This is an optimization exercise on Yosys and OpenROAD, whose aim is small area, not a production implementation.
RTL that was checked went through simulation tests only; none was proved equivalent to the original.
The clock input has no modelled driver; a real chip could not lean on it and would need a root buffer or a full tree.
No activity file was given, so power comes from the tool's default toggle rates.

==> flow/design.v (excerpt) <==
module color_wheel_pwm (
    input               clk,
    input               reset,           
    input               rgb_red,
    input               rgb_green,
    input               rgb_blue,
    output [19:0]       red_high,
    output [19:0]       red_low,
    output [19:0]       green_high,
    output [19:0]       green_low,
    output [19:0]       blue_high,
    output [19:0]       blue_low
);
clock: 6.0 ns
lec_check: 0
abc_area: 1
abc_clock_period_in_ps: 6000
cap_margin: 20
core_margin: 2
core_utilization: 40
cts_buf_list: sky130_fd_sc_hd__clkbuf_8 sky130_fd_sc_hd__clkbuf_16
cts_cluster_diameter: 100
cts_cluster_size: 30
slew_margin: 20
synth_hierarchical: 1
standard.sh (not shown) runs the stock make flow with config.mk's settings and CLKGATE_MAP_FILE= SYNTH_SCRIPT=/design/flow/synth_recipe.tcl, a recipe that flattens the netlist after the stock synthesis.
==> flow/flow/run.sh <==
#!/bin/bash
# Layout flow: the standard ORFS flow (standard.sh) with three changes.
#  1. Synthesis maps logic with an area-oriented ABC script (amap) instead of
#     ORFS's delay-oriented one; everything else in synthesis is unchanged
#     (same registers, same names).
#  2. Port buffers use the smallest buffer cell (buf_1).
#  3. CTS uses no dummy loads and larger sink clusters.
# Each make run's full output goes to a log file in the work folder; ORFS
# also keeps its per-step logs under orfs/logs.
set -euo pipefail
W=$PWD

rm -rf "$W/scripts_area"
cp -r "$FLOW_HOME/scripts" "$W/scripts_area"
cp "$W/flow/abc_area.script" "$W/scripts_area/abc_area.script"

bash "$W/standard.sh" SCRIPTS_DIR="$W/scripts_area" synth > "$W/flow_synth.log" 2>&1

bash "$W/standard.sh" \
  BUFFER_PORTS_ARGS="-buffer_cell sky130_fd_sc_hd__buf_1" \
  CTS_ARGS="$(cat "$W/flow/cts_args.txt")" \
  finish > "$W/flow_layout.log" 2>&1
==> flow/flow/abc_area.script <==
strash
dch
amap
topo
==> flow/flow/cts_args.txt <==
-sink_clustering_enable -repair_clock_nets -dont_use_dummy_load -buf_list {sky130_fd_sc_hd__clkbuf_8} -sink_clustering_size 18 -sink_clustering_max_diameter 80
The starting point ran to the end with no violations.
Edit:
- CAP_MARGIN: 20 -> 5
- SLEW_MARGIN: 20 -> 5
The changed run completed without violations.
Design area stays the same.
Utilization is unchanged.
First-iteration DRC count stays the same.
Edit:
==> flow/run.sh (new file) <==
#!/bin/bash
# synth_recipe.tcl (not shown) runs the flow's synth.tcl, then flattens the netlist and writes it again
# the make line also repeats each setting of config.mk as NAME=value (left out here)
make -C /OpenROAD-flow-scripts/flow DESIGN_CONFIG=/design/flow/config.mk WORK_HOME=/design/flow/orfs CLKGATE_MAP_FILE= SYNTH_SCRIPT=/design/flow/synth_recipe.tcl finish
- CAP_MARGIN: 5 -> 20
- SLEW_MARGIN: 5 -> 20
removed: flow/flow/run.sh
removed: flow/flow/abc_area.script
removed: flow/flow/cts_args.txt
removed: flow/standard.sh
What happened: The changed run finished clean; utilization goes up by 3.0 points; cell area is higher by 19%; clock power rose by 25%; non-clock buffer count shrinks by 14; global-route usage goes down by 0.71 points; synthesized cell count rises by 68%; synthesized area came out higher by 11%; worst setup slack is better by 550 ps; clock-buffer cell count decreases by 4; die area goes up by 11%.
Edit:
- CORE_UTILIZATION: 40 -> 70
Outcome:
- die area is lower by about 40%
- worst hold slack barely changes
- sequential power is about the same
- non-clock buffer count is unchanged
- global-route usage is higher by 11 points
- total power went down by 0.71%
- via count went up by 4.7%
- clock-buffer cell count is unchanged
- critical path depth is unchanged
- combinational power went down by about 1%

========
== the baseline ==
Another version of the RTL of color_wheel_pwm (not shown whole).
clock: 6.0 ns
lec_check: 0
abc_area: 1
abc_clock_period_in_ps: 6000
cap_margin: 20
core_margin: 2
core_utilization: 40
cts_buf_list: sky130_fd_sc_hd__clkbuf_4 sky130_fd_sc_hd__clkbuf_8
slew_margin: 20
run.sh (not shown) runs the stock make flow with config.mk's settings and CLKGATE_MAP_FILE= SYNTH_SCRIPT=/design/flow/synth_recipe.tcl, a recipe that flattens the netlist after the stock synthesis.
Stock flow here: none of the scripts above is used.
The baseline: full flow OK, the timing, design-rule and antenna checks passed
The inputs of the candidate differ from those of the baseline as listed below.
Settings: a deleted CTS_BUF_LIST that had been sky130_fd_sc_hd__clkbuf_4 sky130_fd_sc_hd__clkbuf_8; a deleted ABC_CLOCK_PERIOD_IN_PS that had been 6000; a deleted ABC_AREA that had been 1.
==> summary.txt <==
The candidate ends up with a final critical delay including setup and external delays that is 0.19 ns lower than in the baseline.
The candidate has floorplan die area above what the baseline had.
Looking at number of signal-net inverters in the final layout, the candidate sits below the baseline.
Summary of the candidate over the baseline: final estimated routing congestion in global placement went down, number of ordinary and repair buffers in the finished layout now larger, synthesis-to-finish area growth now sits higher.
Function was not checked in any run of this note: the RTL went through the layout flow alone.

========
Setup of oak:
The RTL this note starts from:
==> flow/design.v <==
`timescale 1ns / 1ps
module  n4fpga_PWM_detection #(
	parameter				WIDTH = 20              
	) (
	input 					clock_3,
	input 					RGBval,                  
	input                   Reset,                   
	output reg	[WIDTH-1:0]	high_counter,            
	output reg	[WIDTH-1:0]	low_counter              
	);
	reg			[WIDTH-1:0]	run;                     
	reg			[WIDTH-1:0]	frz;                     
	reg 					lastval;                 
	localparam NG = 2;
	localparam GS = (WIDTH + NG - 1) / NG;           
	wire rise, fall;                                 
	wire lastval_d;
	wire [NG-1:0] ld_h, hd_h, ld_l, hd_l, ld_f, keep_c, keep_f;
	cw_nor2b u_rise (.a(lastval), .bn(RGBval),  .y(rise));    
	cw_nor2b u_fall (.a(RGBval),  .bn(lastval), .y(fall));    
	cw_nor2b u_last (.a(Reset), .bn(RGBval), .y(lastval_d));
	genvar g;
	generate
		for (g = 0; g < NG; g = g + 1) begin : g_ctl
			cw_nor2b u_ldh  (.a(Reset), .bn(rise), .y(ld_h[g]));    
			cw_nor2  u_hdh  (.a(Reset), .b(rise),  .y(hd_h[g]));    
			cw_nor2b u_ldl  (.a(Reset), .bn(fall), .y(ld_l[g]));    
			cw_nor2  u_hdl  (.a(Reset), .b(fall),  .y(hd_l[g]));    
			cw_nor3  u_kc   (.a(Reset), .b(rise), .c(fall), .y(keep_c[g]));  
			cw_nor2  u_ldf  (.a(Reset), .b(keep_c[g]), .y(ld_f[g]));  
			cw_nor3  u_kf   (.a(Reset), .b(rise), .c(fall), .y(keep_f[g]));  
		end
	endgenerate
	wire [WIDTH-1:0] run_d, frz_d, high_d, low_d;
	wire [WIDTH-1:0] carry;                          
	wire [WIDTH-1:0] cnt_x;
	assign carry[1] = run[0];
	cw_nor2b u_b0 (.a(run[0]), .bn(keep_c[0]), .y(run_d[0]));
	genvar i;
	generate
		for (i = 1; i < WIDTH; i = i + 1) begin : g_cnt
			cw_oai21 u_x (.a(run[i]), .b(carry[i]), .c(keep_c[i/GS]), .y(cnt_x[i]));
			cw_aoi21 u_y (.a(run[i]), .b(carry[i]), .c(cnt_x[i]), .y(run_d[i]));
			if (i < WIDTH - 1) begin : g_c
				cw_and2 u_c (.a(carry[i]), .b(run[i]), .y(carry[i+1]));
			end
		end
		for (i = 0; i < WIDTH; i = i + 1) begin : g_hold
			cw_ao22 u_f (.a(ld_f[i/GS]), .b(run[i]), .c(keep_f[i/GS]), .d(frz[i]),          .y(frz_d[i]));
			cw_ao22 u_h (.a(ld_h[i/GS]), .b(frz[i]), .c(hd_h[i/GS]), .d(high_counter[i]), .y(high_d[i]));
			cw_ao22 u_l (.a(ld_l[i/GS]), .b(frz[i]), .c(hd_l[i/GS]), .d(low_counter[i]),  .y(low_d[i]));
		end
	endgenerate
	always @(posedge clock_3) begin
		lastval      <= lastval_d;
		run          <= run_d;
		frz          <= frz_d;
		high_counter <= high_d;
		low_counter  <= low_d;
	end
endmodule
module cw_nor2 (input a, input b, output y);
	assign y = ~(a | b);
endmodule
module cw_nor2b (input a, input bn, output y);
	assign y = ~a & bn;
endmodule
module cw_nor3 (input a, input b, input c, output y);
	assign y = ~(a | b | c);
endmodule
module cw_and2 (input a, input b, output y);
	assign y = a & b;
endmodule
module cw_oai21 (input a, input b, input c, output y);
	assign y = ~((a | b) & c);
endmodule
module cw_aoi21 (input a, input b, input c, output y);
	assign y = ~((a & b) | c);
endmodule
module cw_ao22 (input a, input b, input c, input d, output y);
	assign y = (a & b) | (c & d);
endmodule
`timescale 1ns / 1ps
module color_wheel_pwm (
    input               clk,
    input               reset,           
    input               rgb_red,
    input               rgb_green,
    input               rgb_blue,
    output [19:0]       red_high,
    output [19:0]       red_low,
    output [19:0]       green_high,
    output [19:0]       green_low,
    output [19:0]       blue_high,
    output [19:0]       blue_low
);
n4fpga_PWM_detection #(.WIDTH(20)) Red
           (
               .clock_3(clk),
               .Reset(reset),
               .RGBval(rgb_red),
               .high_counter(red_high),
               .low_counter(red_low)
           );
n4fpga_PWM_detection #(.WIDTH(20)) Green
           (
               .clock_3(clk),
               .Reset(reset),
               .RGBval(rgb_green),
               .high_counter(green_high),
               .low_counter(green_low)
           );
n4fpga_PWM_detection #(.WIDTH(20)) Blue
           (
               .clock_3(clk),
               .Reset(reset),
               .RGBval(rgb_blue),
               .high_counter(blue_high),
               .low_counter(blue_low)
           );
endmodule
Settings: LEC_CHECK=0, ABC_AREA=1, ABC_CLOCK_PERIOD_IN_PS=6000, CAP_MARGIN=5, CORE_MARGIN=2, CORE_UTILIZATION=40, CTS_BUF_LIST=sky130_fd_sc_hd__clkbuf_8 sky130_fd_sc_hd__clkbuf_16, CTS_CLUSTER_DIAMETER=100, CTS_CLUSTER_SIZE=30, GPL_TIMING_DRIVEN=0, SLEW_MARGIN=5, SYNTH_HIERARCHICAL=1; clock period 6.0 ns.
standard.sh (not shown) runs the stock make flow with config.mk's settings and CLKGATE_MAP_FILE= SYNTH_SCRIPT=/design/flow/synth_recipe.tcl, a recipe that flattens the netlist after the stock synthesis.
==> flow/flow/run.sh <==
#!/bin/bash
# Layout flow: the standard ORFS flow (standard.sh) with three changes.
#  1. Synthesis maps logic with an area-oriented ABC script (amap) instead of
#     ORFS's delay-oriented one; everything else in synthesis is unchanged
#     (same registers, same names).
#  2. Port buffers use the smallest buffer cell (buf_1).
#  3. CTS uses no dummy loads and larger sink clusters, and after CTS the
#     branch buffers between the root and the leaf buffers are removed
#     (flow/post_cts.tcl).
# Each make run's full output goes to a log file in the work folder; ORFS
# also keeps its per-step logs under orfs/logs.
set -euo pipefail
W=$PWD

rm -rf "$W/scripts_area"
cp -r "$FLOW_HOME/scripts" "$W/scripts_area"
cp "$W/flow/abc_area.script" "$W/scripts_area/abc_area.script"

bash "$W/standard.sh" SCRIPTS_DIR="$W/scripts_area" synth > "$W/flow_synth.log" 2>&1

bash "$W/standard.sh" \
  BUFFER_PORTS_ARGS="-buffer_cell sky130_fd_sc_hd__buf_1" \
  CTS_ARGS="$(cat "$W/flow/cts_args.txt")" \
  POST_CTS_TCL="$W/flow/post_cts.tcl" \
  finish > "$W/flow_layout.log" 2>&1
==> flow/flow/cts_args.txt <==
-sink_clustering_enable -repair_clock_nets -dont_use_dummy_load -buf_list {sky130_fd_sc_hd__clkbuf_8} -sink_clustering_size 18 -sink_clustering_max_diameter 80
Other scripts of this flow, unchanged in this note and not shown: flow/flow/abc_area.script, flow/flow/post_cts.tcl
oak: all stages complete, timing, DRC and antenna checks passed
--- input diff oak..pine ---
==> flow/flow/run.sh <==
#!/bin/bash
set -euo pipefail
W=$PWD

rm -rf "$W/scripts_area"
cp -r "$FLOW_HOME/scripts" "$W/scripts_area"
cp "$W/flow/abc_area.script" "$W/scripts_area/abc_area.script"

bash "$W/standard.sh" SCRIPTS_DIR="$W/scripts_area" synth > "$W/flow_synth.log" 2>&1

bash "$W/standard.sh" \
  BUFFER_PORTS_ARGS="-buffer_cell sky130_fd_sc_hd__buf_1" \
  CTS_ARGS="$(cat "$W/flow/cts_args.txt")" \
  POST_CTS_TCL="$W/flow/post_cts.tcl" \
  finish > "$W/flow_layout.log" 2>&1
==> flow/flow/cts_args.txt <==
-sink_clustering_enable -repair_clock_nets -dont_use_dummy_load -buf_list {sky130_fd_sc_hd__clkbuf_8} -sink_clustering_size 20 -sink_clustering_max_diameter 150
-- flow/config.mk --
<<< oak, line 12
export CORE_UTILIZATION = 40
export CTS_BUF_LIST = sky130_fd_sc_hd__clkbuf_8 sky130_fd_sc_hd__clkbuf_16
export CTS_CLUSTER_DIAMETER = 100
export CTS_CLUSTER_SIZE = 30
export GPL_TIMING_DRIVEN = 0
>>> pine, line 12
export CORE_UTILIZATION = 40
export GPL_TIMING_DRIVEN = 0
## What came out
- pine finished all stages; the layout is clean.
- For design area, oak and pine come out practically identical.
- Across both runs, portion of the layout cell area used by clock cells was lower for pine than for oak.
- Between pine and oak, the difference in global-route usage is negligible.
- In pine the worst vdd rail ir drop turned out about 22% higher than in oak.
- Changes observed in pine relative to oak: smallest setup slack after layout has increased; combinational power held; number of clock sinks seen by CTS did not really move.
- When pine is set beside oak, its number of filler cells placed in the layout turns out to be 13 smaller.
- Diff oak -> pine: total power -17 µW, share of the clock period used by the worst path fell 0.23 points.
- Comparing pine against oak, there is no change at all in number of flip-flops and latches.
Input-level comparison between birch and pine:
-- flow/flow/run.sh --
<<< pine, line 1
#!/bin/bash
set -euo pipefail
>>> birch, line 1
#!/bin/bash
# Layout flow: the standard ORFS flow (standard.sh) with three changes.
#  1. Synthesis maps logic with an area-oriented ABC script (amap) instead of
#     ORFS's delay-oriented one; everything else in synthesis is unchanged
#     (same registers, same names).
#  2. Port buffers use the smallest buffer cell (buf_1).
#  3. CTS uses no dummy loads and larger sink clusters, and after CTS the
#     branch buffers between the root and the leaf buffers are removed
#     (flow/post_cts.tcl).
# Each make run's full output goes to a log file in the work folder; ORFS
# also keeps its per-step logs under orfs/logs.
set -euo pipefail
-- flow/config.mk --
<<< pine, line 12
export CORE_UTILIZATION = 40
export GPL_TIMING_DRIVEN = 0
>>> birch, line 12
export CORE_UTILIZATION = 40
export CTS_BUF_LIST = sky130_fd_sc_hd__clkbuf_8 sky130_fd_sc_hd__clkbuf_16
export CTS_CLUSTER_DIAMETER = 100
export CTS_CLUSTER_SIZE = 30
export GPL_TIMING_DRIVEN = 0
## What came out
birch ran to completion and came out clean on the timing, design-rule and antenna checks.
Changes observed in birch relative to pine: total power consumption of the routed design essentially unchanged, area after synthesis has remained practically unchanged.
Going from pine to birch, static leakage power shows no meaningful change, total met2 wirelength after detailed routing ~0 delta, total nets after synthesis essentially unchanged, logic depth of the worst setup path including buffers was more or less identical, total instance count after detailed placement saw little to no change.
From pine to birch, sequential share of layout area did not move at all.
Fraction of power consumed by the clock network essentially unchanged between pine and birch.
Diff pine..birch | maximum clock frequency | negligible

## static timing again, ports no longer ideal
In the flow no input, the clock included, has a driving cell. The finished layouts below were timed again as built, in two steps.
Step 1: set_driving_cell puts a clkbuf_16 on clk and a buf_2 on each other input, an assumption about the parent block.
Step 2 moves the port delays by t, midway between the first and last clock arrival at a register: inputs arrive t later, outputs are due t later. That takes back most of the time a late clock gives input paths.
a / b / c = ideal / step 1 / step 2; a / b = the first two.
run | t (ns) | slack for setup (ns) | slew at the worst register clock pin (ns) | worst data-port slew with drivers (ns)
the first run of note 1 | 0.539 | 1.940 / 1.940 / 1.940 | 0.11 / 0.11 | 0.06
the second run of note 1 | 0.539 | 1.940 / 1.940 / 1.940 | 0.11 / 0.11 | 0.06
the third run of note 1 | 0.505 | 2.491 / 2.491 / 2.491 | 0.11 / 0.11 | 0.06
the fourth run of note 1 | 0.497 | 2.296 / 2.296 / 2.296 | 0.11 / 0.11 | 0.06
the baseline | 0.569 | 2.748 / 2.771 / 2.202 | 0.06 / 0.06 | 0.06
the candidate | 0.559 | 2.939 / 2.956 / 2.396 | 0.06 / 0.06 | 0.04
oak | 0.497 | 1.848 / 1.848 / 1.848 | 0.11 / 0.11 | 0.05
pine | 0.475 | 1.862 / 1.862 / 1.862 | 0.12 / 0.12 | 0.05
birch | 0.475 | 1.862 / 1.862 / 1.862 | 0.12 / 0.12 | 0.05
After both steps setup and hold are still met in every run listed. The setup slack of the baseline, which loses most, moves by +0.023 ns with the drivers and by -0.546 ns with both steps.
